Source: an optimization exercise on an open RTL-to-GDS flow (aim: small area). Production flows keep margins and buffers that such runs may drop.
In this exercise RTL edits were held to simulation tests only and were not proved equivalent to the original.
No activity file was given, so power comes from the tool's default toggle rates.

==> flow/design.v <==
module add4(
    input wire [31:0] pc_in,
    output wire [31:0] pc_out
);
        assign pc_out = pc_in + 4;
endmodule
module mux(
    input wire [31:0] i0,
    input wire [31:0] i1,
    input wire sel,
    output wire [31:0] y
);
    assign y = (sel == 1'b1) ? i1 : i0;
endmodule
module alu_adder(
    input wire [31:0] a,
    input wire [31:0] b,
    input wire sub,
    output wire [31:0] s,
    output wire cout,
    output wire eq,
    output wire [31:0] p0,
    output wire [31:0] g0
);
    wire [31:0] bb = b ^ {32{sub}};
    assign p0 = a ^ bb;
    assign g0 = a & bb;
    reg [31:0] g, p;
    integer i, l;
    always @(*) begin
        g = g0; p = p0;
        g[0] = g0[0] | (p0[0] & sub);
        for (l = 1; l < 32; l = l * 2)
            for (i = 2*l-1; i < 32; i = i + 2*l) begin
                g[i] = g[i] | (p[i] & g[i-l]);
                p[i] = p[i] & p[i-l];
            end
        for (l = 8; l >= 1; l = l / 2)
            for (i = 3*l-1; i < 32; i = i + 2*l) begin
                g[i] = g[i] | (p[i] & g[i-l]);
                p[i] = p[i] & p[i-l];
            end
    end
    assign s = p0 ^ {g[30:0], sub};
    assign cout = g[31];
    assign eq = &p0;
endmodule
module alu(
    input wire [31:0] operandA,
    input wire [31:0] operandB,
    input wire sub,
    input wire s_sum,       
    input wire s_sll,
    input wire s_sr,        
    input wire s_sra,
    input wire s_and,       
    input wire s_xor,       
    input wire s_lt,
    input wire s_ltu,
    output wire [31:0] sum,
    output wire eq,
    output wire ltu,
    output wire lt,
    output wire [31:0] result
);
    wire cout;
    wire [31:0] p0, g0;
    alu_adder adder(.a(operandA), .b(operandB), .sub(sub), .s(sum), .cout(cout), .eq(eq), .p0(p0), .g0(g0));
    assign ltu = ~cout;
    assign lt = (operandA[31] ^ operandB[31]) ? operandA[31] : ltu;
    reg [31:0] ra, rr;
    integer i;
    always @(*) for (i = 0; i < 32; i = i + 1) ra[i] = operandA[31 - i];
    wire [31:0] shin = (operandA & {32{s_sr}}) | (ra & {32{s_sll}});
    wire [31:0] shr = $signed({s_sra & operandA[31], shin}) >>> operandB[4:0];
    always @(*) for (i = 0; i < 32; i = i + 1) rr[i] = shr[31 - i];
    assign result = (sum & {32{s_sum}}) | (rr & {32{s_sll}}) | (shr & {32{s_sr}}) |
                    (g0 & {32{s_and}}) | (p0 & {32{s_xor}}) |
                    {31'b0, (lt & s_lt) | (ltu & s_ltu)};
endmodule
module program_counter(
    input wire [31:1] pc,
    input wire [12:1] branch_imm,      
    input wire branch_taken,
    input wire jump,
    input wire [31:1] jump_target,
    output wire [31:1] pc_plus4,
    output wire [31:1] pc_next
);
    genvar i;
    wire [13:2] ci;
    wire [13:1] c;
    wire [12:1] bt_lo;
    assign ci[2] = 1'b1;
    assign c[1] = 1'b0;
    assign pc_plus4[1] = pc[1];
    generate
        for (i = 2; i <= 12; i = i + 1) begin : inc
            assign pc_plus4[i] = pc[i] ^ ci[i];
            assign ci[i+1] = ci[i] & pc[i];
        end
        for (i = 1; i <= 12; i = i + 1) begin : lo
            assign bt_lo[i] = pc[i] ^ branch_imm[i] ^ c[i];
            assign c[i+1] = (pc[i] & branch_imm[i]) | (c[i] & (pc[i] ^ branch_imm[i]));
        end
    endgenerate
    wire s = branch_imm[12];
    wire [32:13] all1, any1;
    wire [31:13] bt_hi;
    assign all1[13] = 1'b1;
    assign any1[13] = 1'b0;
    generate
        for (i = 13; i <= 31; i = i + 1) begin : hi
            assign all1[i+1] = all1[i] & pc[i];
            assign any1[i+1] = any1[i] | pc[i];
            assign pc_plus4[i] = pc[i] ^ (ci[13] & all1[i]);
            assign bt_hi[i] = pc[i] ^ (s ? (~c[13] & ~any1[i]) : (c[13] & all1[i]));
        end
    endgenerate
    assign pc_next = jump ? jump_target : branch_taken ? {bt_hi, bt_lo} : pc_plus4;
endmodule
module rf_aoi222(
    input wire a1, a2, b1, b2, c1, c2,
    output wire y
);
    assign y = ~((a1 & a2) | (b1 & b2) | (c1 & c2));
endmodule
module rf_read_bit #(parameter N = 31) (
    input wire [N-1:0] d,
    input wire [N-1:0] sel,
    output wire y
);
    localparam G = N / 3;
    wire [G:0] t;
    genvar k;
    generate
        for (k = 0; k < G; k = k + 1) begin : grp
            rf_aoi222 u(.a1(d[3*k]), .a2(sel[3*k]), .b1(d[3*k+1]), .b2(sel[3*k+1]),
                        .c1(d[3*k+2]), .c2(sel[3*k+2]), .y(t[k]));
        end
        if (N % 3 == 2) begin : rest2
            assign t[G] = ~((d[N-2] & sel[N-2]) | (d[N-1] & sel[N-1]));
        end else if (N % 3 == 1) begin : rest1
            assign t[G] = ~(d[N-1] & sel[N-1]);
        end else begin : rest0
            assign t[G] = 1'b1;
        end
    endgenerate
    assign y = ~&t;
endmodule
module rf_read #(parameter N = 32) (
    input wire [N*32-1:0] data,
    input wire [N-1:0] sel,
    output wire [31:0] y
);
    genvar b, e;
    generate
        for (b = 0; b < 32; b = b + 1) begin : bit_
            wire [N-1:0] col;
            for (e = 0; e < N; e = e + 1) begin : ent
                assign col[e] = data[32*e + b];
            end
            rf_read_bit #(.N(N)) u(.d(col), .sel(sel), .y(y[b]));
        end
    endgenerate
endmodule
module rf_wmux(
    input wire [31:0] q,
    input wire [31:0] wd,
    input wire we,
    input wire we_n,
    output wire [31:0] d
);
    assign d = (wd & {32{we}}) | (q & {32{we_n}});
endmodule
module rf_decode(
    input wire [4:0] wa,
    input wire wen,
    input wire [4:0] ra1,
    input wire kill1,                  
    input wire [4:0] ra2,
    input wire [31:5] valid,
    output reg [31:1] we,
    output reg [31:1] we_n,
    output reg [31:1] sel1,
    output reg [31:1] sel2
);
    integer i;
    always @(*) begin
        for (i = 1; i < 32; i = i + 1) begin
            we[i] = wen && wa == i;
            we_n[i] = !(wen && wa == i);
            sel1[i] = ra1 == i && !kill1;
            sel2[i] = ra2 == i;
            if (i >= 5) begin
                sel1[i] = sel1[i] && valid[i];
                sel2[i] = sel2[i] && valid[i];
            end
        end
    end
endmodule
module control(
    input wire [31:0] instruction,
    input wire [31:0] address_from_pc,
    input wire [31:0] data_from_rs2,
    input wire [31:0] data_from_mem,
    input wire [1:0] mem_addr_lo,      
    input wire eq,
    input wire lt,
    input wire ltu,
    output wire [4:0] read_addr_rs1,
    output wire kill_rs1,              
    output wire [4:0] read_addr_rs2,
    output wire [4:0] write_addr_register_file,
    output wire write_enable_register_file,
    output wire sel_pc_a,              
    output wire [31:0] operand_b,      
    output wire alu_sub,
    output wire s_sum,
    output wire s_sll,
    output wire s_sr,
    output wire s_sra,
    output wire s_and,
    output wire s_xor,
    output wire s_lt,
    output wire s_ltu,
    output wire jump,                  
    output wire branch_taken,
    output wire [31:0] branch_imm,
    output wire wb_link,               
    output wire wb_load,               
    output wire [31:0] load_data,
    output wire write_enable_data_mem,
    output wire read_enable_data_mem,
    output wire [31:0] data_to_mem,
    output wire [3:0] strobe_to_mem
);
    wire [31:0] ins = instruction;
    wire [2:0] f3 = ins[14:12];
    wire alt = (ins[31:25] == 7'b0100000);
    wire ok = (ins[1:0] == 2'b11);
    wire [4:0] op = ins[6:2];
    wire is_op    = ok && op == 5'b01100;
    wire is_opimm = ok && op == 5'b00100;
    wire is_lui   = ok && op == 5'b01101;
    wire is_auipc = ok && op == 5'b00101;
    wire is_jal   = ok && op == 5'b11011;
    wire is_jalr  = ok && op == 5'b11001;
    wire is_br    = ok && op == 5'b11000;
    wire is_load  = ok && op == 5'b00000;
    wire is_store = ok && op == 5'b01000;
    wire [31:0] immI = {{20{ins[31]}}, ins[31:20]};
    wire [31:0] immS = {{20{ins[31]}}, ins[31:25], ins[11:7]};
    wire [31:0] immB = {{20{ins[31]}}, ins[7], ins[30:25], ins[11:8], 1'b0};
    wire [31:0] immU = {ins[31:12], 12'b0};
    wire [31:0] immJ = {{12{ins[31]}}, ins[19:12], ins[20], ins[30:21], 1'b0};
    assign read_addr_rs1 = ins[19:15];
    assign kill_rs1 = is_lui | is_auipc | is_jal;
    assign read_addr_rs2 = ins[24:20];
    assign write_addr_register_file = ins[11:7];
    assign write_enable_register_file = is_op | is_opimm | is_lui | is_auipc | is_jal | is_jalr | is_load;
    assign sel_pc_a = is_auipc | is_jal;
    assign operand_b = (is_op | is_br) ? data_from_rs2 :
                       is_store ? immS :
                       (is_lui | is_auipc) ? immU :
                       is_jal ? immJ : immI;
    assign alu_sub = is_br | ((is_op | is_opimm) & (f3[2:1] == 2'b01)) | (is_op & f3 == 3'b000 & alt);
    wire is_alu = is_op | is_opimm;
    assign s_sum = ~is_alu | (f3 == 3'b000);
    assign s_sll = is_alu & (f3 == 3'b001);
    assign s_sr  = is_alu & (f3 == 3'b101);
    assign s_sra = is_alu & (f3 == 3'b101) & alt;
    assign s_and = is_alu & (f3[2:1] == 2'b11);
    assign s_xor = is_alu & (f3 == 3'b100 || f3 == 3'b110);
    assign s_lt  = is_alu & (f3 == 3'b010);
    assign s_ltu = is_alu & (f3 == 3'b011);
    assign jump = is_jal | is_jalr;
    assign branch_taken = is_br & (f3[2] ? ((f3[1] ? ltu : lt) ^ f3[0]) : (~f3[1] & (eq ^ f3[0])));
    assign branch_imm = immB;
    assign wb_link = is_jal | is_jalr;
    assign wb_load = is_load;
    wire [7:0] lbyte = mem_addr_lo[1] ? (mem_addr_lo[0] ? data_from_mem[31:24] : data_from_mem[23:16])
                                      : (mem_addr_lo[0] ? data_from_mem[15:8] : data_from_mem[7:0]);
    wire [15:0] lhalf = mem_addr_lo[1] ? data_from_mem[31:16] : data_from_mem[15:0];
    reg [31:0] ld;
    always @(*) begin
        case (f3)
            3'b000: ld = {{24{lbyte[7]}}, lbyte};
            3'b100: ld = {24'b0, lbyte};
            3'b001: ld = {{16{lhalf[15]}}, lhalf};
            3'b101: ld = {16'b0, lhalf};
            3'b010: ld = data_from_mem;
            default: ld = 32'b0;
        endcase
    end
    assign load_data = ld;
    assign read_enable_data_mem = is_load;
    assign write_enable_data_mem = is_store & ~f3[2] & ~(f3[1] & f3[0]);
    assign strobe_to_mem = f3[1] ? 4'b1111 :
                           f3[0] ? (mem_addr_lo[1] ? 4'b1100 : 4'b0011) :
                           (4'b0001 << mem_addr_lo);
    assign data_to_mem[7:0]   = data_from_rs2[7:0];
    assign data_to_mem[15:8]  = (f3[1] | f3[0]) ? data_from_rs2[15:8] : data_from_rs2[7:0];
    assign data_to_mem[23:16] = f3[1] ? data_from_rs2[23:16] : data_from_rs2[7:0];
    assign data_to_mem[31:24] = f3[1] ? data_from_rs2[31:24] : f3[0] ? data_from_rs2[15:8] : data_from_rs2[7:0];
endmodule
module processor(
    input wire clk,
    input wire reset,
    output [31:0] imem_addr,
    input wire [31:0] imem_data,
    output [31:0] dmem_addr,
    output [31:0] dmem_wdata,
    output [3:0] dmem_wstrb,
    output dmem_we,
    output dmem_re,
    input wire [31:0] dmem_rdata,
    output [31:0] x1,
    output [31:0] x2,
    output [31:0] x3,
    output [31:0] x4
);
    reg [31:1] pc;
    reg [31:0] regs [1:31];
    reg [31:5] valid;
    wire [31:1] pc_next;
    wire [31:1] we, we_n, sel1, sel2;
    wire [32*31-1:0] d_next;
    wire [32*31-1:0] q_all;
    wire [31:0] wb;
    wire rf_we;
    wire kill1;
    integer i;
    always @(posedge clk or posedge reset) begin
        if (reset) begin
            pc <= 31'b0;
            for (i = 1; i <= 4; i = i + 1) regs[i] <= 32'b0;
            valid <= 27'b0;
        end else begin
            pc <= pc_next;
            for (i = 1; i <= 4; i = i + 1) regs[i] <= d_next[32*(i-1) +: 32];
            valid <= valid | we[31:5];
        end
    end
    always @(posedge clk) begin
        for (i = 5; i <= 31; i = i + 1) regs[i] <= d_next[32*(i-1) +: 32];
    end
    genvar k;
    generate
        for (k = 1; k <= 31; k = k + 1) begin : rf
            assign q_all[32*(k-1) +: 32] = regs[k];
            rf_wmux wmux(.q(regs[k]), .wd(wb), .we(we[k]), .we_n(we_n[k]), .d(d_next[32*(k-1) +: 32]));
        end
    endgenerate
    assign x1 = regs[1];
    assign x2 = regs[2];
    assign x3 = regs[3];
    assign x4 = regs[4];
    wire [31:0] pc32 = {pc, 1'b0};
    wire [31:0] rs1_data, rs2_data;
    wire [4:0] ra1, ra2, wa;
    wire sel_pc_a, alu_sub, s_sum, s_sll, s_sr, s_sra, s_and, s_xor, s_lt, s_ltu, jump, branch_taken, wb_link, wb_load;
    wire [31:0] operand_b, sum, result, branch_imm, load_data;
    wire [31:1] pc_plus4;
    wire eq, lt, ltu;
    assign imem_addr = pc32;
    assign dmem_addr = sum;
    rf_decode dec(
        .wa(wa), .wen(rf_we), .ra1(ra1), .kill1(kill1), .ra2(ra2), .valid(valid),
        .we(we), .we_n(we_n), .sel1(sel1), .sel2(sel2)
    );
    rf_read #(.N(32)) read1(.data({pc32, q_all}), .sel({sel_pc_a, sel1}), .y(rs1_data));
    rf_read #(.N(31)) read2(.data(q_all), .sel(sel2), .y(rs2_data));
    control control0(
        .instruction(imem_data),
        .address_from_pc(pc32),
        .data_from_rs2(rs2_data),
        .data_from_mem(dmem_rdata),
        .mem_addr_lo(sum[1:0]),
        .eq(eq), .lt(lt), .ltu(ltu),
        .read_addr_rs1(ra1), .kill_rs1(kill1), .read_addr_rs2(ra2),
        .write_addr_register_file(wa),
        .write_enable_register_file(rf_we),
        .sel_pc_a(sel_pc_a),
        .operand_b(operand_b),
        .alu_sub(alu_sub), .s_sum(s_sum), .s_sll(s_sll), .s_sr(s_sr), .s_sra(s_sra),
        .s_and(s_and), .s_xor(s_xor), .s_lt(s_lt), .s_ltu(s_ltu),
        .jump(jump), .branch_taken(branch_taken), .branch_imm(branch_imm),
        .wb_link(wb_link), .wb_load(wb_load), .load_data(load_data),
        .write_enable_data_mem(dmem_we),
        .read_enable_data_mem(dmem_re),
        .data_to_mem(dmem_wdata),
        .strobe_to_mem(dmem_wstrb)
    );
    alu alu0(
        .operandA(rs1_data), .operandB(operand_b),
        .sub(alu_sub), .s_sum(s_sum), .s_sll(s_sll), .s_sr(s_sr), .s_sra(s_sra),
        .s_and(s_and), .s_xor(s_xor), .s_lt(s_lt), .s_ltu(s_ltu),
        .sum(sum), .eq(eq), .ltu(ltu), .lt(lt),
        .result(result)
    );
    program_counter pcu(
        .pc(pc), .branch_imm(branch_imm[12:1]), .branch_taken(branch_taken),
        .jump(jump), .jump_target(sum[31:1]),
        .pc_plus4(pc_plus4), .pc_next(pc_next)
    );
    assign wb = wb_link ? {pc_plus4, 1'b0} : wb_load ? load_data : result;
endmodule
==> flow/run.sh <==
#!/bin/bash
# synth_recipe.tcl (not shown) runs the flow's synth.tcl, then flattens the netlist and writes it again
# the make line also repeats each setting of config.mk as NAME=value (left out here)
make -C /OpenROAD-flow-scripts/flow DESIGN_CONFIG=/design/flow/config.mk WORK_HOME=/design/flow/orfs CLKGATE_MAP_FILE= SYNTH_SCRIPT=/design/flow/synth_recipe.tcl finish
==> flow/config.mk <==
export PLATFORM = sky130hd
export DESIGN_NAME = processor
export DESIGN_NICKNAME = processor
export VERILOG_FILES = /design/flow/design.v
export SDC_FILE = /design/flow/constraint.sdc
export NUM_CORES = 4
export LEC_CHECK = 0
export CAP_MARGIN = 20
export CORE_MARGIN = 2
export CORE_UTILIZATION = 40
export SLEW_MARGIN = 20
export SYNTH_HIERARCHICAL = 1
==> flow/constraint.sdc <==
create_clock -name core_clock -period 12.0 [get_ports {clk}]
set_input_delay 2.4000 -clock core_clock [delete_from_list [all_inputs] [get_ports {clk}]]
set_output_delay 2.4000 -clock core_clock [all_outputs]
set_load 0.01 [all_outputs]
==> out/qor.csv, run 1 <==
metric,value,unit
outcome,failed layout checks,
so.violations,negative setup slack,
dieArea,0.137,mm²
seqPwrFrac,0.447,
clock-sinks,1050,
routabilityCongestion,1.07,
power,9.10,mW
drtIter0Drc,15373,
tritoncts,built,
setup_viol,12,
place_ws,-0.239,ns
max_slew_margin,0.107,
syn_avg_cell_area,10.9,µm²
syn_inst,4919,
cp.required,9.60,ns
criticalPathCategory,input port to output pin,
num_vias,55306,
synth_area,0.0535,mm²
insertion_delay,0.77,ns
nets,5457,
yosys_warnings,13,
period_share,1.02,
final.setup_skew,0.117,ns
combPwrFrac,0.136,
finalWorstSetupSlack,-0.194,ns
ir_worst_vdd,0.000124,V
wl_per_cell,40.8,µm
path_clk_slew,0.07,ns
fmax,82.0,MHz
place_inst,6969,
area_delta_synth_final,18.4,%
utilization,0.476,
cts_buffers,110,
core.rowCount,134,
p_sw,2.67,mW
root_buffer,clkbuf_16,
final_cells,7189,
leakage,25.1,nW
postCtsHoldBufs,0,
slowest_delay,1.17,ns
cts_htree_levels,3,
p_int,6.43,mW
track_usage,0.408,
clock_path_buffers,3,
grt_pass1_vias,49277,
p_per_area,144,mW/mm²
grt_max_degree,67,
drt-total-wl,293,mm
drtPass1Iterations,17,
cpLargestDelayFamily,simple AND/OR/NAND/NOR gates,
rsz0062_at_grt,false,
maxCapViolCount,0,
grt_pass1_wl,402,mm
finalCriticalPeriod,12.19,ns
path_cells,clkdlybuf4s50_1 > and4bb_1 > and3_1 > buf_6 > a222oi_1 > nand4_1 > or4_4 > ha_2 > nand2_1 > o21ai_0 > buf_4 > a21oi_1 > o21ai_1 > a21oi_2 > buf_4 > fa_1 > xnor2_2 > clkdlybuf4s50_1,
fillCellCount,12154,
hold_class,flop to flop,
drc,0,
die_x,370,µm
report.final.slew_viol_count,0,
via_per_inst,7.69,
dieHeight,370,µm
end_kind,output pin,
dpl.hpwl,208,mm
critPathMaxFanout,32,
worst_slew_pin_slew,1.34,ns
cp_slowest_cell,a222oi_1,
start_util,0.402,
placed_area,0.0592,mm²
postRouteAntennaNets,0,
portBuffers,294,
final_cell_area,0.0634,mm²
ioPinCount,296,
worstSetupStartpointType,input port,
swShare,0.293,
hold_violations,0,
grt_overflow,0,
core_region_area,0.133,mm²
clock_power_share,0.418,
drive_above_1_share,0.179,
worstPathArrival,9.79,ns
antenna_found_initial,23,
crit_buf_inv,5,
==> final cells by class <==
cell class | count | area [µm²] | area share
Clock inverter | 52 | 788 | 0.0124
Sequential cell | 1050 | 22000 | 0.346
Multi-Input combinational cell | 3323 | 28000 | 0.442
Antenna cell | 6 | 15.0 | 0.000237
Timing Repair Buffer | 770 | 6930 | 0.109
Clock buffer | 156 | 3240 | 0.0511
Tap cell | 1768 | 2210 | 0.0349
Inverter | 64 | 248 | 0.00391
==> flip-flops by register name (all words and copies together) (netlist names) <==
name,cells
valid,27
regs,992
pc,31
==> worst paths after layout <==
path	startpoint	to	slack (ns)	cells past startpoint
max	imem_data[19]	dmem_addr[29]	-0.19	18
min	valid[9]	valid[9]	0.48	1
max reg2reg	valid[9]	regs[29][31]	3.76	26
min reg2reg	valid[9]	valid[9]	0.48	1
max in group asynchronous	reset	pc[7]	8.52	3
min in group asynchronous	reset	regs[1][20]	2.10	2
==> cell usage in the layout, fill, tap and decap left out, drive strengths merged, types with 21 or more instances in the layout <==
cell type      count
a22o            1055
dfxtp            864
a222oi           673
buf              477
clkdlybuf4s50    290
nand2            275
dfrtp            186
clkbuf           156
nand4            140
o21ai            137
nor2             130
mux2i             71
a21oi             66
inv               66
and3              65
xor2              53
ha                45
or4               40
nand3             36
or2               35
a2111o            32
a22oi             31
mux4              30
a21o              30
nor3              30
clkinv            30
mux2              27
fa                27
xnor2             24
a221o             21
a31oi             21
==> metrics by stage <==
stage	hold WS, ns	TNS [ns]
after floorplan	0.443	0
final	0.480	-0.797
after global placement	0.467	-0.205
after CTS	0.480	0
after detailed placement	0.460	-0.319
after global routing	0.500	0
==> metal layers <==
layer / up-vias / share of wire / wire [µm] / GRT usage
met5: - / 0.0025 / 730 / 0.0210
met4: 36 / 0.068 / 19900 / 0.213
met3: 930 / 0.17 / 49400 / 0.177
met2: 5382 / 0.39 / 114000 / 0.554
met1: 27274 / 0.37 / 109000 / 0.540
li1: 21684 / - / - / -
==> power groups by stage <==
stage	registers (mW)	clock network, mW	logic, mW
finish	4.06	3.80	1.23
global route	4.07	3.93	1.28
CTS	4.04	3.79	1.19
detailed placement	4.11	0	1.18
global placement	4.11	0	1.17
floorplan	3.95	0	0.645
==> what timing repair did <==
item	4_1_cts	5_1_grt
endpoints found under the setup margin	2	14
gates resized for setup	4	11
setup buffers	0	3
cloned	0	0
pin swaps	2	5
==> run 2, diff against run 1 <==
==> flow/flow/run.sh (new file) <==
#!/bin/bash
set -e
cp standard.sh standard_sh_copy.log
export BUFFER_PORTS_ARGS="-buffer_cell sky130_fd_sc_hd__buf_1"
export CTS_ARGS="-sink_clustering_enable -repair_clock_nets -dont_use_dummy_load"
bash standard.sh > standard.log 2>&1
==> flow/standard.sh (new file) <==
#!/bin/bash
# synth_recipe.tcl (not shown) runs the flow's synth.tcl, then flattens the netlist and writes it again
# the make line also repeats each setting of config.mk as NAME=value (left out here)
make -C /OpenROAD-flow-scripts/flow DESIGN_CONFIG=/design/flow/config.mk WORK_HOME=/design/flow/orfs CLKGATE_MAP_FILE= SYNTH_SCRIPT=/design/flow/synth_recipe.tcl "${@:-finish}"
--- a/flow/config.mk
+++ b/flow/config.mk
@@ -10,2 +10,3 @@
 export CORE_UTILIZATION = 40
+export SETUP_SLACK_MARGIN = 0.2
 export SLEW_MARGIN = 20
removed: flow/run.sh
==> run 2 against run 1 <==
The run now finishes clean. Worst hold slack better by 0.0079 ns. Critical path depth rose by 3. Global-route usage shrank 0.85 points. Maximum frequency up 4.4%.
==> out/qor.csv, run 2 <==
metric,value,unit,change
outcome,timing/DRC/antenna clean,,
postRouteAntennaNets,0,,unchanged
crit-reg2reg-launch,valid[21],,
final_common_cell,a22o_1,,
path_clk_slew,0.06,ns,about the same
setup_viol,0,,-12
rsz0062_at_grt,false,,
criticalPathCategory,input port to output pin,,
num_vias,54521,,-1.4%
critPathMaxFanout,20,,-38%
grt_overflow,0,,unchanged
insertion_delay,0.78,ns,about the same
portBuffers,294,,unchanged
grt_pass1_vias,47949,,-2.7%
dieArea,0.137,mm²,unchanged
finalWorstSetupSlack,0.324,ns,+0.518 ns
start_util,0.402,,unchanged
maxCapViolCount,0,,unchanged
final.setup_skew,0.139,ns,+0.0227 ns
syn_inst,4919,,unchanged
post-cts-setup-buffers,0,,unchanged
p_int,5.66,mW,-12%
worstPathArrival,9.28,ns,-0.51 ns
tritoncts,built,,
min_from,valid[5],,
timing.hold.ws,0.488,ns,+0.00792 ns
drive_above_1_share,0.133,,-0.0459
root_buffer,clkbuf_16,,
cts_htree_levels,3,,unchanged
leakage,22.6,nW,-9.7%
cts_buffers,108,,-1.8%
ioPinCount,296,,unchanged
antenna_found_initial,25,,+8.7%
largest_reg_flops,992,,unchanged
final_cells,6883,,-4.3%
core.rowCount,134,,unchanged
wl_per_cell,41.9,µm,+2.7%
drc,0,,unchanged
max_slew_margin,0.126,,+0.0188
via_per_inst,7.92,,+3.0%
r2r_end,regs[11][31],,
combPwrFrac,0.137,,about the same
largest-register,regs,,
period_share,0.973,,-0.0431
nets,5250,,-3.8%
top_regs,"regs: 992 flops, pc: 31 flops, valid: 27 flops",,
routabilityCongestion,1.06,,-1.4%
hold_class,flop to flop,,
worst_r2r_path_depth,24,,-7.7%
drt-total-wl,288,mm,-1.7%
final_cell_area,0.0586,mm²,-7.6%
core_region_area,0.133,mm²,unchanged
hold_path_depth,1,,unchanged
report.final.slew_viol_count,0,,unchanged
worst_slew_pin_slew,1.31,ns,-0.0282 ns
track_usage,0.400,,-0.00849
power,8.10,mW,-11%
clock_power_share,0.364,,-0.054
dieHeight,370,µm,unchanged
placed_area,0.0558,mm²,-5.7%
cts_resized,0,,-4
place_ws,0.545,ns,+0.785 ns
yosys_warnings,13,,unchanged
tns,0,ns,+0.797 ns
postCtsHoldBufs,0,,unchanged
ir_worst_vdd,0.000127,V,+2.3%
end_kind,output pin,,
clock_path_buffers,3,,unchanged
syn_avg_cell_area,10.9,µm²,unchanged
synth_area,0.0535,mm²,unchanged
place_inst,6768,,-2.9%
final_cell_mix,"a22o_1, dfxtp_1, a222oi_1",,
die_x,370,µm,unchanged
worstSetupStartpointType,input port,,
grt_pass1_wl,393,mm,-2.2%
reg2reg_slack,3.75,ns,about the same
finalCriticalPeriod,11.68,ns,-0.518 ns
drtPass1Iterations,17,,unchanged
fmax,85.6,MHz,+4.4%
clock-sinks,1050,,unchanged
seqPwrFrac,0.499,,+0.052
hold_path_end,valid[5],,
grt_max_degree,89,,+33%
p_sw,2.44,mW,-8.4%
hold_violations,0,,unchanged
utilization,0.440,,-0.0360
swShare,0.302,,+0.00854
drtIter0Drc,14858,,-3.4%
p_per_area,138,mW/mm²,-3.7%
area_delta_synth_final,9.44,%,
dpl.hpwl,205,mm,-1.7%
cp.required,9.60,ns,about the same
## run 2: changes by cell type in the layout (fill, tap and decap cells not counted), moves of 13 or more
cell	delta
clkbuf_8	-23
bufinv_16	-15
clkdlybuf4s50_1	-290
buf_1	+292
buf_4	-193
buf_12	-13
clkinv_2	-21
clkbuf_1	-19
## run 2: worst max-delay path by stage
stage,cells after the start,from,to
2_1_floorplan,23,imem_data[3],regs[1][31]
3_3_place_gp,20,imem_data[5],dmem_addr[31]
3_5_place_dp,20,imem_data[5],dmem_addr[31]
4_1_cts,20,imem_data[5],dmem_addr[31]
5_1_grt,20,imem_data[5],dmem_addr[31]
6_report,21,imem_data[5],dmem_addr[26]
## run 2: metal layers
layer  vias to the layer above  part of all wire  track usage
li1                      21159                 -            -
met1                     26966              0.37        0.531
met2                      5391              0.39        0.548
met3                       961              0.16        0.145
met4                        44             0.075        0.239
met5                         -            0.0022       0.0140
## run 2: critical path, cell delays in order
cell and delay, ns:
buf_1 0.31, nor2b_1 0.41, nand4_1 0.33, nand2_2 0.36, nor4b_2 0.13, and3_1 0.62
buf_4 0.35, a222oi_1 0.67, nand4_1 0.53, or4_4 0.63, ha_1 0.37, a21oi_1 0.17
o21ai_1 0.13, a21o_1 0.20, a31oi_4 0.24, o21bai_2 0.14, buf_4 0.16, o41ai_2 0.30
fa_1 0.47, inv_1 0.15, buf_1 0.17
## run 2: area by class of cell
class | count | area [µm²]
antenna | 5 | 12.5
multi-input combinational | 3323 | 28000
inverter | 64 | 248
sequential | 1050 | 22000
timing repair buffer | 565 | 3440
fill | 12646 | 74500
tap | 1768 | 2210
clock buffer | 108 | 2700
## run 2: power groups by stage
| stage | combinational [mW] | clock [mW] | sequential [mW] |
|---|---|---|---|
| floorplan | 0.645 | 0 | 3.95 |
| global placement | 1.06 | 0 | 4.09 |
| detailed placement | 1.07 | 0 | 4.09 |
| CTS | 1.07 | 2.93 | 4.02 |
| global route | 1.16 | 3.07 | 4.05 |
| finish | 1.11 | 2.95 | 4.04 |
==> run 3, diff against run 2 <==
--- a/flow/design.v
+++ b/flow/design.v
@@ -256,4 +256,12 @@
     wire [31:0] immJ = {{12{ins[31]}}, ins[19:12], ins[20], ins[30:21], 1'b0};
+    wire f_alu   = ~ins[2] & ins[4] & ~ins[6];           
+    wire f_op    = f_alu & ins[5];                       
+    wire f_br    = ~ins[2] & ~ins[4] & ins[6];           
+    wire f_rs2   = ~ins[2] & ins[5] & (ins[4] | ins[6]);  
+    wire f_immS  = ~ins[2] & ins[5];                     
+    wire f_immU  = ins[2] & ins[4];                      
+    wire f_immJ  = ins[2] & ins[3];                      
+    assign kill_rs1 = ins[2] & (ins[3] | ins[4]);        
+    assign sel_pc_a = ins[2] & (ins[3] | (ins[4] & ~ins[5]));  
     assign read_addr_rs1 = ins[19:15];
-    assign kill_rs1 = is_lui | is_auipc | is_jal;
     assign read_addr_rs2 = ins[24:20];
@@ -261,17 +269,15 @@
     assign write_enable_register_file = is_op | is_opimm | is_lui | is_auipc | is_jal | is_jalr | is_load;
-    assign sel_pc_a = is_auipc | is_jal;
-    assign operand_b = (is_op | is_br) ? data_from_rs2 :
-                       is_store ? immS :
-                       (is_lui | is_auipc) ? immU :
-                       is_jal ? immJ : immI;
-    assign alu_sub = is_br | ((is_op | is_opimm) & (f3[2:1] == 2'b01)) | (is_op & f3 == 3'b000 & alt);
-    wire is_alu = is_op | is_opimm;
-    assign s_sum = ~is_alu | (f3 == 3'b000);
-    assign s_sll = is_alu & (f3 == 3'b001);
-    assign s_sr  = is_alu & (f3 == 3'b101);
-    assign s_sra = is_alu & (f3 == 3'b101) & alt;
-    assign s_and = is_alu & (f3[2:1] == 2'b11);
-    assign s_xor = is_alu & (f3 == 3'b100 || f3 == 3'b110);
-    assign s_lt  = is_alu & (f3 == 3'b010);
-    assign s_ltu = is_alu & (f3 == 3'b011);
+    assign operand_b = f_rs2 ? data_from_rs2 :
+                       f_immS ? immS :
+                       f_immU ? immU :
+                       f_immJ ? immJ : immI;
+    assign alu_sub = f_br | (f_alu & (f3[2:1] == 2'b01)) | (f_op & f3 == 3'b000 & alt);
+    assign s_sum = ~f_alu | (f3 == 3'b000);
+    assign s_sll = f_alu & (f3 == 3'b001);
+    assign s_sr  = f_alu & (f3 == 3'b101);
+    assign s_sra = f_alu & (f3 == 3'b101) & alt;
+    assign s_and = f_alu & (f3[2:1] == 2'b11);
+    assign s_xor = f_alu & (f3 == 3'b100 || f3 == 3'b110);
+    assign s_lt  = f_alu & (f3 == 3'b010);
+    assign s_ltu = f_alu & (f3 == 3'b011);
     assign jump = is_jal | is_jalr;
@@ -279,4 +285,4 @@
     assign branch_imm = immB;
-    assign wb_link = is_jal | is_jalr;
-    assign wb_load = is_load;
+    assign wb_link = ins[2] & ins[6];                    
+    assign wb_load = ~ins[2] & ~ins[4] & ~ins[5];        
     wire [7:0] lbyte = mem_addr_lo[1] ? (mem_addr_lo[0] ? data_from_mem[31:24] : data_from_mem[23:16])
==> flow/flow/run.sh (replaced) <==
#!/bin/bash
set -e
cp standard.sh standard_sh_copy.log
export BUFFER_PORTS_ARGS="-buffer_cell sky130_fd_sc_hd__buf_1"
export CTS_ARGS="-sink_clustering_enable -repair_clock_nets -dont_use_dummy_load -sink_clustering_size 30 -sink_clustering_max_diameter 60"
bash standard.sh > standard.log 2>&1
--- a/flow/config.mk
+++ b/flow/config.mk
@@ -11,3 +11,3 @@
 export SETUP_SLACK_MARGIN = 0.2
-export SLEW_MARGIN = 20
+export SLEW_MARGIN = 40
 export SYNTH_HIERARCHICAL = 1
==> run 3 against run 2 <==
Via count about the same. Critical path depth decreased by 2. Setup slack gained 0.41 ns. Global-route usage down 0.50 points. Synthesized area increased by 0.24%. Largest power group unchanged. Non-clock buffer count up 8. Design area shrank 0.17%. Count of clock-buffer cells in the layout down 17. Die area is 0.24% higher. Highest routed layer unchanged. First-iteration DRC count shrank 3.8%. Utilization decreased by 0.13 points. Register-to-register slack about the same.
==> out/qor.csv, run 3 <==
metric,value,unit,change
clock-sinks,1050,,unchanged
synth_area,0.0537,mm²,+0.24%
slowest_delay,0.71,ns,+0.04 ns
hold_violations,0,,unchanged
criticalPathCategory,input port to output pin,,
clock_path_buffers,3,,unchanged
worst_slew_pin_slew,1.07,ns,-0.245 ns
final.setup_skew,0.0997,ns,-0.0395 ns
syn_inst,4943,,+0.49%
worstPathArrival,8.87,ns,-0.41 ns
dieHeight,370,µm,+0.12%
largest-register,regs,,
die_x,370,µm,+0.12%
drt-total-wl,286,mm,-0.98%
postRouteAntennaNets,0,,unchanged
antenna_found_initial,19,,-24%
final_cell_mix,"a22o_1, dfxtp_1, a222oi_1",,
num_vias,54541,,+0.037%
cpMostUsedCell,buf_4,,
largest_reg_flops,992,,unchanged
final_common_cell,a22o_1,,
top_regs,"regs: 992 flops, pc: 31 flops, valid: 27 flops",,
period_share,0.939,,-0.0340
max_slew_margin,0.289,,+0.163
core_region_area,0.133,mm²,+0.13%
start_util,0.403,,+0.000442
area_delta_synth_final,9.00,%,
fmax,88.8,MHz,+3.6%
postCtsHoldBufs,0,,unchanged
yosys_warnings,13,,unchanged
finalCriticalPeriod,11.27,ns,-0.409 ns
path_cells,buf_1 > buf_4 > o21a_1 > buf_4 > and4bb_1 > and3_1 > buf_4 > a222oi_1 > nand4_1 > or4_4 > ha_1 > and4_1 > nand4_1 > o21bai_4 > nand3_1 > inv_1 > fa_1 > xnor2_1 > buf_1,,
tns,0,ns,unchanged
core.rowCount,134,,unchanged
drc,0,,unchanged
track_usage,0.395,,-0.00499
critPathMaxFanout,18,,-10%
dpl.hpwl,202,mm,-1.5%
grt_pass1_wl,390,mm,-0.79%
setup_viol,0,,unchanged
wl_per_cell,41.4,µm,-1.2%
tritoncts,built,,
worstSetupStartpointType,input port,,
syn_avg_cell_area,10.9,µm²,-0.25%
ioPinCount,296,,unchanged
grt_pass1_vias,47965,,+0.033%
hold_class,flop to flop,,
cts_buffers,91,,-16%
power,8.76,mW,+8.1%
p_per_area,150,mW/mm²,+8.3%
end_kind,output pin,,
drive_above_1_share,0.136,,+0.00259
report.final.slew_viol_count,0,,unchanged
portBuffers,294,,unchanged
drtIter0Drc,14291,,-3.8%
grt_overflow,0,,unchanged
fillCellCount,12621,,-0.20%
maxCapViolCount,0,,unchanged
cp_slowest_cell,or4_4,,
ir_worst_vdd,0.0000898,V,-29%
rsz0062_at_grt,false,,
outcome,timing/DRC/antenna clean,,
post-cts-setup-buffers,0,,unchanged
path_clk_slew,0.08,ns,+0.02 ns
cts_resized,0,,unchanged
insertion_delay,0.72,ns,-0.06 ns
leakage,22.5,nW,-0.64%
root_buffer,clkbuf_16,,
grt_max_degree,71,,-20%
dieArea,0.137,mm²,+0.24%
nets,5263,,+0.25%
cts_htree_levels,3,,unchanged
via_per_inst,7.91,,-0.17%
drtPass1Iterations,17,,unchanged
routabilityCongestion,1.06,,+0.36%
cp.required,9.60,ns,about the same
run 3: cell types whose count changed in the layout (fill, tap and decap cells not counted), sizes merged, moves of 6 or more:
cell | previous run | this run
mux2i | 71 | 80
nor2 | 130 | 122
a21oi | 66 | 84
clkbuf | 110 | 94
buf | 563 | 570
a22oi | 31 | 37
a21o | 30 | 23
mux4 | 30 | 23
mux2 | 27 | 46
nand3 | 36 | 44
a31oi | 21 | 8
run 3: layer usage:
metal	GRT usage	part of all wire
met2	0.538	0.39
met5	0.0234	0.0019
met4	0.228	0.075
met1	0.523	0.37
met3	0.153	0.16
run 3: area by class of cell:
class                           instances  area, µm²  share of cell area
Multi-Input combinational cell       3351      28200               0.483
Sequential cell                      1050      22000               0.375
Tap cell                             1768       2210              0.0378
Antenna cell                            6       15.0            0.000257
Timing Repair Buffer                  573       3580              0.0611
Clock buffer                           91       2280              0.0389
Inverter                               58        225             0.00385
run 3: stage by stage:
step | hold WS [ns] | cells | area [µm²] | util | worst slack, ns
CTS | 0.482 | 6883 | 58400 | 0.438 | 1.02
global placement | 0.458 | 6753 | 55500 | 0.416 | 0.981
detailed placement | 0.459 | 6792 | 56100 | 0.421 | 1.05
floorplan | 0.443 | 4944 | 53700 | - | 2.92
global route | 0.501 | 6894 | 58500 | 0.439 | 0.831
finish | 0.483 | 6897 | 58500 | 0.439 | 0.733
run 3: worst max-delay path, delay by kind of cell:
| family | cells | cell delay, ns |
|---|---|---|
| and+or+nand+nor | 7 | 2.74 |
| AOI/OAI and AO/OA | 3 | 1.10 |
| xor gates and xnor gates | 1 | 0.50 |
| adders and majority gates | 2 | 0.84 |
| buffers and inverters | 6 | 1.24 |
run 3: path summary, 6_finish.rpt:
| kind | startpoint | to | slack, ns | cells past startpoint |
|---|---|---|---|---|
| worst max-delay path | imem_data[3] | dmem_addr[25] | 0.73 | 19 |
| worst min-delay path | valid[19] | valid[19] | 0.48 | 1 |
| worst max register to register | valid[21] | regs[19][25] | 3.75 | 23 |
| worst min register to register | valid[19] | valid[19] | 0.48 | 1 |
| max in group asynchronous | reset | pc[11] | 9.12 | 3 |
| min in group asynchronous | reset | regs[3][28] | 1.77 | 2 |
run 3: power breakdown:
part | total (mW) | switching, mW | internal (mW) | leakage, nW
combinational | 2.08 | 1.46 | 0.612 | 11.9
sequential | 4.04 | 0.331 | 3.71 | 9.51
clock | 2.65 | 1.32 | 1.33 | 1.12
total | 8.76 | 3.11 | 5.65 | 22.5
==> run 4, diff against run 3 <==
==> flow/flow/run.sh (replaced) <==
#!/bin/bash
set -e
cp standard.sh standard_sh_copy.log
export BUFFER_PORTS_ARGS="-buffer_cell sky130_fd_sc_hd__buf_1"
export CTS_ARGS="-sink_clustering_enable -repair_clock_nets -dont_use_dummy_load -buf_list sky130_fd_sc_hd__clkbuf_8 -sink_clustering_size 12 -sink_clustering_max_diameter 50"
bash standard.sh > standard.log 2>&1
==> run 4 against run 3 <==
Worst hold slack about the same. Utilization down 0.50 points. Via count about the same. Non-clock buffer count up 2. Largest cell class unchanged. Sequential share of layout area up 0.44 points.
==> out/qor.csv, run 4 <==
metric,value,unit,change
path_clk_slew,0.07,ns,about the same
drtIter0Drc,14379,,+0.62%
use_met2,0.541,,+0.00344
area_delta_synth_final,7.75,%,
syn_avg_cell_area,10.9,µm²,unchanged
worst_slew_pin_slew,1.02,ns,-0.0434 ns
leakage,22.2,nW,-1.3%
period_share,0.945,,+0.00562
p_sw,3.07,mW,-1.3%
p_int,5.16,mW,-8.6%
reg2reg_slack,3.66,ns,-0.09 ns
cts_resized,0,,unchanged
cp_slowest_cell,a222oi_1,,
crit-reg2reg-launch,valid[19],,
dpl.hpwl,202,mm,unchanged
end_kind,output pin,,
post-cts-setup-buffers,0,,unchanged
min_from,valid[17],,
dieHeight,370,µm,unchanged
drive_above_1_share,0.140,,+0.00397
grt_overflow,0,,unchanged
insertion_delay,0.93,ns,+0.21 ns
ir_worst_vdd,0.0000885,V,-1.4%
ioPinCount,296,,unchanged
worst_r2r_path_depth,23,,unchanged
p_per_area,142,mW/mm²,-4.9%
yosys_warnings,13,,unchanged
hold_violations,0,,unchanged
final.setup_skew,0.153,ns,+0.0534 ns
hold_class,flop to flop,,
largest-register,regs,,
top_regs,"regs: 992 flops, pc: 31 flops, valid: 27 flops",,
syn_inst,4943,,unchanged
tns,0,ns,unchanged
antenna_found_initial,24,,+5
via_per_inst,7.87,,-0.44%
maxCapViolCount,0,,unchanged
core.rowCount,134,,unchanged
final_cell_mix,"a22o_1, dfxtp_1, a222oi_1",,
use_met3,0.156,,+0.00294
rsz0062_at_grt,false,,
core_region_area,0.133,mm²,unchanged
cp.required,9.60,ns,about the same
wl_per_cell,41.3,µm,-0.31%
grt_pass1_wl,391,mm,+0.13%
postRouteAntennaNets,0,,unchanged
cts_htree_levels,3,,unchanged
clock_power_share,0.257,,-0.045
report.final.slew_viol_count,0,,unchanged
portBuffers,294,,unchanged
die_x,370,µm,unchanged
hold_path_end,valid[17],,
final_common_cell,a22o_1,,
fillCellCount,12686,,+0.52%
grt-busiest-layer,met2,,
routabilityCongestion,1.06,,unchanged
tritoncts,built,,
clock-sinks,1050,,unchanged
start_util,0.403,,unchanged
path_cells,buf_1 > and3b_1 > and3_1 > buf_4 > a222oi_1 > nand4_1 > a2111o_1 > a221o_1 > xor2_1 > ha_1 > and4_4 > nand4_1 > o21bai_4 > nand3_1 > inv_1 > fa_1 > xnor2_1 > buf_1,,
hold_path_depth,1,,unchanged
swShare,0.373,,+0.0180
drt-total-wl,286,mm,+0.16%
placed_area,0.0561,mm²,unchanged
drc,0,,unchanged
postCtsHoldBufs,0,,unchanged
r2r_end,regs[30][25],,
worstSetupStartpointType,input port,,
fmax,88.2,MHz,-0.60%
max_slew_margin,0.318,,+0.0289
grt_pass1_vias,48124,,+0.33%
track_usage,0.396,,+0.00115
gr-usage-met1,0.524,,+0.00148
cts_buffers,115,,+26%
combPwrFrac,0.252,,+0.015
num_vias,54553,,+0.022%
criticalPathCategory,input port to output pin,,
dieArea,0.137,mm²,unchanged
outcome,timing/DRC/antenna clean,,
final_cell_area,0.0578,mm²,-1.1%
critPathMaxFanout,19,,+1
finalCriticalPeriod,11.33,ns,+0.0675 ns
setup_viol,0,,unchanged
synth_area,0.0537,mm²,unchanged
clock_path_buffers,3,,unchanged
grt_max_degree,71,,unchanged
worstPathArrival,8.93,ns,+0.06 ns
nets,5289,,+0.49%
slowest_delay,0.77,ns,+0.06 ns
largest_reg_flops,992,,unchanged
root_buffer,clkbuf_8,,
drtPass1Iterations,15,,-2
seqPwrFrac,0.491,,+0.030
## run 4: final cells by class
cell class,instances,area (µm²),area share
diodes,12,30.0,0.000519
clock buffers,115,1580,0.0274
inverters,58,225,0.00390
multi-input cells,3351,28200,0.488
flip-flops and latches,1050,22000,0.380
well taps,1768,2210,0.0383
repair buffers,575,3590,0.0620
## run 4: layer usage
metal | vias to the layer above | wire length [µm]
li1 | 21274 | -
met1 | 27108 | 107000
met2 | 5280 | 112000
met3 | 873 | 46200
met4 | 18 | 20700
met5 | - | 127
## run 4: worst max-delay path by stage
stage	startpoint	endpoint	slack, ns	depth (start not counted)
final	imem_data[24]	dmem_addr[25]	0.67	18
after global routing	imem_data[24]	dmem_addr[25]	0.73	18
after CTS	imem_data[24]	dmem_addr[25]	1.03	18
after detailed placement	imem_data[24]	dmem_addr[25]	1.05	18
after global placement	imem_data[20]	dmem_addr[21]	0.98	17
after floorplan	imem_data[4]	regs[1][31]	2.92	22
## run 4: power groups by stage
stage	Sequential [mW]	Clock [mW]	Combinational (mW)
6_report	4.04	2.12	2.08
5_1_grt	4.05	2.24	2.13
4_1_cts	4.02	2.11	1.99
3_5_place_dp	4.10	0	1.98
3_3_place_gp	4.09	0	1.94
2_1_floorplan	3.95	0	1.08
## run 4: critical path: cells and delay by family
family	cells	cell delay [ns]
compound gates	4	2.08
xor+xnor	2	0.65
fa+ha+maj	2	0.76
buf+inv	4	1.01
simple gates	6	2.01
## run 4: metrics by stage
| step | worst slack, ns | power [mW] | utilization | cells | hold slack, ns |
|---|---|---|---|---|---|
| global route | 0.727 | 8.42 | 0.434 | 6921 | 0.501 |
| CTS | 1.03 | 8.12 | 0.433 | 6907 | 0.483 |
| detailed placement | 1.05 | 6.08 | 0.421 | 6792 | 0.459 |
| floorplan | 2.92 | 5.03 | - | 4944 | 0.443 |
| finish | 0.665 | 8.23 | 0.434 | 6929 | 0.483 |
| global placement | 0.981 | 6.03 | 0.416 | 6753 | 0.458 |
==> run 5, diff against run 4 <==
--- a/flow/config.mk
+++ b/flow/config.mk
@@ -7,3 +7,3 @@
 export LEC_CHECK = 0
-export CAP_MARGIN = 20
+export CAP_MARGIN = 10
 export CORE_MARGIN = 2
@@ -11,3 +11,3 @@
 export SETUP_SLACK_MARGIN = 0.2
-export SLEW_MARGIN = 40
+export SLEW_MARGIN = 30
 export SYNTH_HIERARCHICAL = 1
==> run 5 against run 4 <==
Global-route usage grew 0.074 points. Critical endpoint is now dmem_addr[21]. Worst hold slack improved by 0.00052 ns. Synthesized area is the same. Via count shrank 0.38%. Still clean on timing, DRC and antenna. Largest cell class unchanged. Power shrank 0.23%. Die area did not move. Register-to-register slack worse by 0.08 ns.
==> out/qor.csv, run 5 <==
metric,value,unit,change
reg2reg_slack,3.58,ns,-0.08 ns
report.final.slew_viol_count,0,,unchanged
end_kind,output pin,,
period_share,0.952,,+0.00756
crit_buf_inv,5,,+1
syn_inst,4943,,unchanged
setup_viol,0,,unchanged
cpLargestDelayFamily,simple AND/OR/NAND/NOR gates,,
maxCapViolCount,0,,unchanged
outcome,timing/DRC/antenna clean,,
grt_pass1_wl,391,mm,+0.17%
clock_path_buffers,3,,unchanged
grt_pass1_vias,48116,,-0.017%
final_cell_mix,"a22o_1, dfxtp_1, a222oi_1",,
portBuffers,294,,unchanged
ioPinCount,296,,unchanged
crit_start,imem_data[3],,
core_region_area,0.133,mm²,unchanged
power,8.21,mW,-0.23%
ir_worst_vdd,0.0000844,V,-4.7%
dpl.hpwl,201,mm,-0.18%
path_clk_slew,0.08,ns,about the same
dieArea,0.137,mm²,unchanged
crit-reg2reg-launch,valid[21],,
max_slew_margin,0.132,,-0.186
start_util,0.403,,unchanged
drtPass1Iterations,17,,+2
final.setup_skew,0.143,ns,-0.0103 ns
multiInputGateArea,0.0282,mm²,-0.18%
insertion_delay,0.91,ns,-0.02 ns
track_usage,0.397,,+0.000739
routabilityCongestion,1.06,,unchanged
via_per_inst,7.88,,+0.10%
num_vias,54348,,-0.38%
grt_overflow,0,,unchanged
core.rowCount,134,,unchanged
cts_buffers,113,,-1.7%
leakage,22.1,nW,-0.63%
antenna_found_initial,23,,-4.2%
largest_reg_flops,992,,unchanged
postRouteAntennaNets,0,,unchanged
wl_per_cell,41.5,µm,+0.67%
final_common_cell,a22o_1,,
tns,0,ns,unchanged
r2r_end,regs[27][25],,
hold_class,flop to flop,,
slowest_delay,0.85,ns,+0.08 ns
fmax,87.5,MHz,-0.79%
worst_slew_pin_slew,1.29,ns,+0.265 ns
critPathMaxFanout,12,,-7
worstPathArrival,9.03,ns,+0.10 ns
drc,0,,unchanged
path_cells,buf_1 > buf_4 > o21a_1 > buf_4 > and4bb_1 > and3_1 > a222oi_1 > nand4_1 > or4_4 > inv_1 > fa_1 > nand3b_1 > a21oi_2 > nor2_1 > o21a_1 > o21ai_1 > fa_1 > xor2_1 > buf_1,,
area_delta_synth_final,7.27,%,
yosys_warnings,13,,unchanged
tritoncts,built,,
worstSetupStartpointType,input port,,
min_from,valid[19],,
fillCellCount,12688,,+0.016%
syn_avg_cell_area,10.9,µm²,unchanged
cts_htree_levels,3,,unchanged
hold_violations,0,,unchanged
postCtsHoldBufs,0,,unchanged
seqCellArea,0.0220,mm²,unchanged
finalCriticalPeriod,11.43,ns,+0.0908 ns
cp.required,9.60,ns,about the same
p_per_area,143,mW/mm²,+0.22%
cts_resized,0,,unchanged
post-cts-setup-buffers,0,,unchanged
dieHeight,370,µm,unchanged
cp_slowest_cell,a222oi_1,,
hold_path_depth,1,,unchanged
drt-total-wl,287,mm,+0.19%
rsz0062_at_grt,false,,
top_regs,"regs: 992 flops, pc: 31 flops, valid: 27 flops",,
grt_max_degree,71,,unchanged
drive_above_1_share,0.133,,-0.00741
criticalPathCategory,input port to output pin,,
worst_r2r_path_depth,23,,unchanged
die_x,370,µm,unchanged
synth_area,0.0537,mm²,unchanged
root_buffer,clkbuf_8,,
nets,5260,,-0.55%
clock-sinks,1050,,unchanged
hold_path_end,valid[19],,
largest-register,regs,,
drtIter0Drc,14972,,+4.1%
==> run 5: cell count changes in the layout (fill, tap and decap cells not counted), sizes merged <==
cell    change
clkbuf      -5
diode       -4
buf        -24
==> run 5: layout make-up <==
class | count | share of cell area
Timing Repair Buffer | 548 | 0.0594
Sequential cell | 1050 | 0.381
Clock buffer | 113 | 0.0270
Inverter | 58 | 0.00391
Multi-Input combinational cell | 3351 | 0.490
Tap cell | 1768 | 0.0384
Antenna cell | 8 | 0.000348
==> run 5: power by group <==
part           internal (mW)  switching [mW]
Clock                  0.829            1.27
Sequential              3.70           0.334
Combinational          0.612            1.47
==> run 5: stage by stage <==
step,instance area (µm²),instances,util,hold WS [ns],setup slack (ns)
global route,57600,6891,0.432,0.504,0.675
global placement,55500,6753,0.416,0.458,0.981
floorplan,53700,4944,-,0.443,2.92
finish,57600,6896,0.432,0.484,0.574
detailed placement,55900,6769,0.419,0.462,0.999
CTS,57400,6882,0.431,0.485,0.972
==> run 5: how the worst max path moves through the flow <==
stage	slack (ns)	endpoint	depth (start not counted)
3_3_place_gp	0.98	dmem_addr[21]	17
5_1_grt	0.68	dmem_addr[21]	19
6_report	0.57	dmem_addr[21]	19
2_1_floorplan	2.92	regs[1][31]	22
4_1_cts	0.97	dmem_addr[21]	17
3_5_place_dp	1.0	dmem_addr[21]	17
==> run 5: per-layer routing <==
layer  global-route usage  share of wire
met1                0.524           0.37
met2                0.535           0.39
met3                0.159           0.16
met4                0.238          0.078
met5              0.00524        0.00086
==> run 6, diff against run 5 <==
==> flow/flow/run.sh (replaced) <==
#!/bin/bash
set -e
cp standard.sh standard_sh_copy.log
export BUFFER_PORTS_ARGS="-buffer_cell sky130_fd_sc_hd__buf_1"
export CTS_ARGS="-sink_clustering_enable -repair_clock_nets -dont_use_dummy_load -buf_list sky130_fd_sc_hd__clkbuf_8 -sink_clustering_size 16 -sink_clustering_max_diameter 50"
bash standard.sh > standard.log 2>&1
--- a/flow/config.mk
+++ b/flow/config.mk
@@ -11,3 +11,3 @@
 export SETUP_SLACK_MARGIN = 0.2
-export SLEW_MARGIN = 30
+export SLEW_MARGIN = 40
 export SYNTH_HIERARCHICAL = 1
==> run 6 against run 5 <==
Still clean on timing, DRC and antenna. Die area unchanged. Maximum frequency up 0.32%. Critical path depth down 1. Largest cell class unchanged.
==> out/qor.csv, run 6 <==
metric,value,unit,change
tns,0,ns,unchanged
grt_pass1_wl,390,mm,-0.39%
crit_buf_inv,4,,-1
path_cells,buf_1 > and3b_1 > and3_1 > buf_4 > a222oi_1 > nand4_1 > a2111o_1 > a221o_1 > xor2_1 > ha_1 > and4_4 > nand4_1 > o21bai_4 > nand3_1 > inv_1 > fa_1 > xnor2_1 > buf_1,,
drtPass1Iterations,17,,unchanged
nets,5283,,+0.44%
max_slew_margin,0.282,,+0.150
cpLargestDelayFamily,compound AO/OA/AOI/OAI gates,,
finalCriticalPeriod,11.39,ns,-0.0366 ns
drive_above_1_share,0.139,,+0.00641
cp_slowest_cell,a222oi_1,,
dieHeight,370,µm,unchanged
grt_overflow,0,,unchanged
die_x,370,µm,unchanged
top_regs,"regs: 992 flops, pc: 31 flops, valid: 27 flops",,
critPathMaxFanout,19,,+7
largest-register,regs,,
worstSetupStartpointType,input port,,
insertion_delay,0.90,ns,about the same
period_share,0.949,,-0.00305
final_cell_area,0.0577,mm²,+0.30%
hold_class,flop to flop,,
syn_inst,4943,,unchanged
fmax,87.8,MHz,+0.32%
maxCapViolCount,0,,unchanged
via_per_inst,7.88,,about the same
dpl.hpwl,202,mm,+0.18%
clock_path_buffers,3,,unchanged
placed_area,0.0561,mm²,+0.44%
final_common_cell,a22o_1,,
final.setup_skew,0.180,ns,+0.0370 ns
cts_resized,0,,unchanged
syn_avg_cell_area,10.9,µm²,unchanged
clock-sinks,1050,,unchanged
grt_max_degree,71,,unchanged
root_buffer,clkbuf_8,,
worstPathArrival,8.99,ns,-0.04 ns
drtIter0Drc,14535,,-2.9%
outcome,timing/DRC/antenna clean,,
drt-total-wl,286,mm,-0.31%
criticalPathCategory,input port to output pin,,
setup_viol,0,,unchanged
cp.required,9.60,ns,about the same
fillCellCount,12712,,+0.19%
path_clk_slew,0.07,ns,about the same
postCtsHoldBufs,0,,unchanged
core_region_area,0.133,mm²,unchanged
p_per_area,141,mW/mm²,-1.1%
leakage,22.2,nW,+0.47%
hold_violations,0,,unchanged
num_vias,54569,,+0.41%
start_util,0.403,,unchanged
wl_per_cell,41.3,µm,-0.70%
drc,0,,unchanged
track_usage,0.395,,-0.00194
synth_area,0.0537,mm²,unchanged
end_kind,output pin,,
worst_slew_pin_slew,1.08,ns,-0.211 ns
yosys_warnings,13,,unchanged
slowest_delay,0.80,ns,-0.05 ns
report.final.slew_viol_count,0,,unchanged
postRouteAntennaNets,0,,unchanged
ir_worst_vdd,0.0000782,V,-7.3%
dieArea,0.137,mm²,unchanged
ioPinCount,296,,unchanged
tritoncts,built,,
grt_pass1_vias,48022,,-0.20%
antenna_found_initial,23,,unchanged
core.rowCount,134,,unchanged
largest_reg_flops,992,,unchanged
cts_buffers,107,,-5.3%
post-cts-setup-buffers,0,,unchanged
portBuffers,294,,unchanged
cts_htree_levels,3,,unchanged
final_cell_mix,"a22o_1, dfxtp_1, a222oi_1",,
rsz0062_at_grt,false,,
area_delta_synth_final,7.59,%,
routabilityCongestion,1.06,,unchanged
## run 6: final timing paths
| kind | start | endpoint | slack, ns | depth (start not counted) |
|---|---|---|---|---|
| hold reg to reg | valid[19] | valid[19] | 0.48 | 1 |
| min in group asynchronous | reset | regs[2][23] | 1.60 | 2 |
| hold / removal | valid[19] | valid[19] | 0.48 | 1 |
| setup / recovery | imem_data[24] | dmem_addr[25] | 0.61 | 18 |
| max in group asynchronous | reset | pc[11] | 9.24 | 3 |
| setup reg to reg | valid[19] | regs[27][25] | 3.64 | 23 |
## run 6: per-layer routing
metal	share of wire	track usage
met5	0.0018	0.0252
met4	0.075	0.226
met3	0.16	0.154
met2	0.39	0.538
met1	0.37	0.522
## run 6: final cells by class
| type | instances | area, µm² | area share |
|---|---|---|---|
| flip-flops and latches | 1050 | 22000 | 0.380 |
| repair buffers | 577 | 3610 | 0.0625 |
| clock buffers | 107 | 1470 | 0.0255 |
| diodes | 12 | 30.0 | 0.000520 |
| inverters | 58 | 225 | 0.00390 |
| multi-input cells | 3351 | 28200 | 0.489 |
| well taps | 1768 | 2210 | 0.0383 |
## run 6: stage by stage
stage               setup WS (ns)   util  hold WS (ns)  power [mW]  instances
global route                0.700  0.433         0.500        8.32       6918
detailed placement           1.05  0.421         0.459        6.08       6792
finish                      0.611  0.433         0.477        8.15       6923
CTS                          1.02  0.432         0.482        8.03       6899
global placement            0.981  0.416         0.458        6.03       6753
floorplan                    2.92      -         0.443        5.03       4944
## run 6: where the power goes
group,total (mW),internal [mW],switching (mW)
registers,4.04,3.70,0.334
logic,2.08,0.613,1.47
clock network,2.03,0.787,1.25
total,8.15,5.10,3.05
==> run 7, diff against run 6 <==
--- a/flow/config.mk
+++ b/flow/config.mk
@@ -11,3 +11,3 @@
 export SETUP_SLACK_MARGIN = 0.2
-export SLEW_MARGIN = 40
+export SLEW_MARGIN = 30
 export SYNTH_HIERARCHICAL = 1
==> run 7 against run 6 <==
Die area unchanged. Worst hold slack improved by 0.014 ns. Utilization decreased by 0.19 points. Count of clock-buffer cells in the layout increased by 1. Final cell count decreased by 0.46%. Sequential power about the same. Non-clock buffer count decreased by 29. Design area decreased by 0.43%. Register-to-register slack got worse by 0.04 ns. Routed wire length about the same. Maximum frequency decreased by 1.3%. Clock skew decreased by 0.078 ns. Largest cell class unchanged.
==> out/qor.csv, run 7 <==
metric,value,unit,change
fmax,86.7,MHz,-1.3%
synth_area,0.0537,mm²,unchanged
path_cells,buf_1 > buf_4 > o21a_1 > and4bb_1 > and3_1 > buf_4 > a222oi_1 > nand4_1 > or4_4 > ha_1 > and4_1 > nand4_1 > o21bai_4 > nand3_1 > inv_1 > fa_1 > xnor2_1 > buf_1,,
ioPinCount,296,,unchanged
post-cts-setup-buffers,0,,unchanged
ir_worst_vdd,0.0000756,V,-3.3%
final.setup_skew,0.101,ns,-0.0784 ns
num_vias,54189,,-0.70%
hold_class,flop to flop,,
dieHeight,370,µm,unchanged
cp_slowest_cell,a222oi_1,,
insertion_delay,0.89,ns,about the same
finalCriticalPeriod,11.54,ns,+0.147 ns
rsz0062_at_grt,false,,
tns,0,ns,unchanged
largest-register,regs,,
worstPathArrival,9.14,ns,+0.15 ns
drtIter0Drc,14658,,+0.85%
clock_path_buffers,3,,unchanged
end_kind,output pin,,
crit_buf_inv,5,,+1
final_cell_area,0.0575,mm²,-0.43%
yosys_warnings,13,,unchanged
drive_above_1_share,0.132,,-0.00725
leakage,22.0,nW,-0.68%
track_usage,0.396,,+0.00145
root_buffer,clkbuf_8,,
tritoncts,built,,
routabilityCongestion,1.06,,unchanged
fillCellCount,12683,,-0.23%
report.final.slew_viol_count,0,,unchanged
die_x,370,µm,unchanged
cp.required,9.60,ns,about the same
cts_buffers,108,,+0.93%
postRouteAntennaNets,0,,unchanged
hold_violations,0,,unchanged
place_ws,0.999,ns,-0.0520 ns
cpLargestDelayFamily,simple AND/OR/NAND/NOR gates,,
cts_resized,0,,unchanged
cts_htree_levels,3,,unchanged
worst_slew_pin_slew,1.29,ns,+0.208 ns
max_slew_margin,0.134,,-0.148
drtPass1Iterations,17,,unchanged
maxCapViolCount,0,,unchanged
core_region_area,0.133,mm²,unchanged
portBuffers,294,,unchanged
critPathMaxFanout,19,,unchanged
dpl.hpwl,201,mm,-0.18%
nets,5255,,-0.53%
period_share,0.961,,+0.0123
area_delta_synth_final,7.13,%,
finalWorstSetupSlack,0.464,ns,-0.147 ns
drt-total-wl,286,mm,about the same
via_per_inst,7.86,,-0.24%
grt_overflow,0,,unchanged
slowest_delay,0.77,ns,-0.03 ns
placed_area,0.0559,mm²,-0.44%
place_inst,6769,,-0.34%
grt_pass1_wl,390,mm,+0.19%
final_common_cell,a22o_1,,
outcome,timing/DRC/antenna clean,,
power,8.16,mW,+0.18%
syn_avg_cell_area,10.9,µm²,unchanged
postCtsHoldBufs,0,,unchanged
largest_reg_flops,992,,unchanged
start_util,0.403,,unchanged
antenna_found_initial,24,,+4.3%
top_regs,"regs: 992 flops, pc: 31 flops, valid: 27 flops",,
final_cells,6891,,-0.46%
syn_inst,4943,,unchanged
setup_viol,0,,unchanged
core.rowCount,134,,unchanged
dieArea,0.137,mm²,unchanged
timing.hold.ws,0.492,ns,+0.0144 ns
utilization,0.431,,-0.00187
grt_max_degree,71,,unchanged
grt_pass1_vias,47990,,-0.067%
clock-sinks,1050,,unchanged
path_clk_slew,0.08,ns,about the same
worstSetupStartpointType,input port,,
drc,0,,unchanged
final_cell_mix,"a22o_1, dfxtp_1, a222oi_1",,
p_per_area,142,mW/mm²,+0.62%
criticalPathCategory,input port to output pin,,
wl_per_cell,41.5,µm,+0.50%
run 7: final timing paths:
kind	to	start	slack, ns	cells after the start
min reg2reg	valid[16]	valid[16]	0.49	1
max in group asynchronous	regs[3][4]	reset	9.32	3
min	valid[16]	valid[16]	0.49	1
max	dmem_addr[25]	imem_data[3]	0.46	18
max reg2reg	regs[24][25]	valid[21]	3.60	23
min in group asynchronous	valid[30]	reset	1.60	2
run 7: worst reg2reg max path: stages, from the launching register on:
cell and delay [ns]:
dfrtp_1 0.40, and3_1 0.49, buf_4 0.36, a222oi_1 0.73
nand4_1 0.50, a2111o_1 0.63, a221o_1 0.39, xor2_1 0.19
ha_1 0.35, and4_4 0.26, nand4_1 0.19, o21bai_4 0.27
nand3_1 0.18, inv_1 0.09, fa_1 0.41, xnor2_1 0.26
a222oi_1 0.41, inv_1 0.24, a211oi_1 0.30, nand3_1 0.39
mux2i_1 0.45, o21ai_4 0.06, buf_4 0.34, a22o_1 0.36
run 7: report_power, final:
group | switching (mW) | internal, mW | total (mW)
Sequential | 0.334 | 3.70 | 4.04
Combinational | 1.46 | 0.612 | 2.07
Clock | 1.26 | 0.794 | 2.05
run 7: final cells by class:
cell class	count	area (µm²)	share of cell area
Clock buffer	108	1490	0.0259
Tap cell	1768	2210	0.0385
Sequential cell	1050	22000	0.382
Antenna cell	8	20.0	0.000348
Multi-Input combinational cell	3351	28200	0.490
Inverter	58	225	0.00392
Timing Repair Buffer	548	3420	0.0594
run 7: metal layers:
layer | vias up | global-route usage | wire, µm
met3 | 982 | 0.160 | 46700
met5 | - | 0 | 172
met4 | 22 | 0.235 | 21900
met1 | 26723 | 0.524 | 106000
met2 | 5236 | 0.536 | 111000
li1 | 21226 | - | -

what the ideal ports hide:
The flow's constraints put no driver on any port. The routed layouts listed below were extracted and timed again, unchanged, in two steps. Step 1: set_driving_cell puts a clkbuf_16 on clk and a buf_2 on each other input, an assumption about the parent block. Step 2 adds t to the input delays and takes it off the output delays; t is the mean of the earliest and latest rising clock arrival at the registers after step 1. Input paths then give back, and output paths get back, about the clock's delay inside the block. Slacks: ideal ports / drivers / drivers and shift; pairs: ideal ports / drivers.
run	shift t [ns]	slack for setup (ns)	worst setup path at the end
run 1	0.787	-0.194 / -0.223 / -0.223	input to output
run 2	0.792	0.324 / 0.188 / 0.188	input to output
run 3	0.751	0.733 / 0.602 / 0.602	input to output
run 4	0.923	0.665 / 0.559 / 0.559	input to output
run 5	0.910	0.574 / 0.552 / 0.552	input to output
run 6	0.885	0.611 / 0.504 / 0.504	input to output
run 7	0.920	0.464 / 0.442 / 0.442	input to output
The setup slack of run 2, which loses most, moves by -0.136 ns with the drivers and by -0.136 ns with both steps.
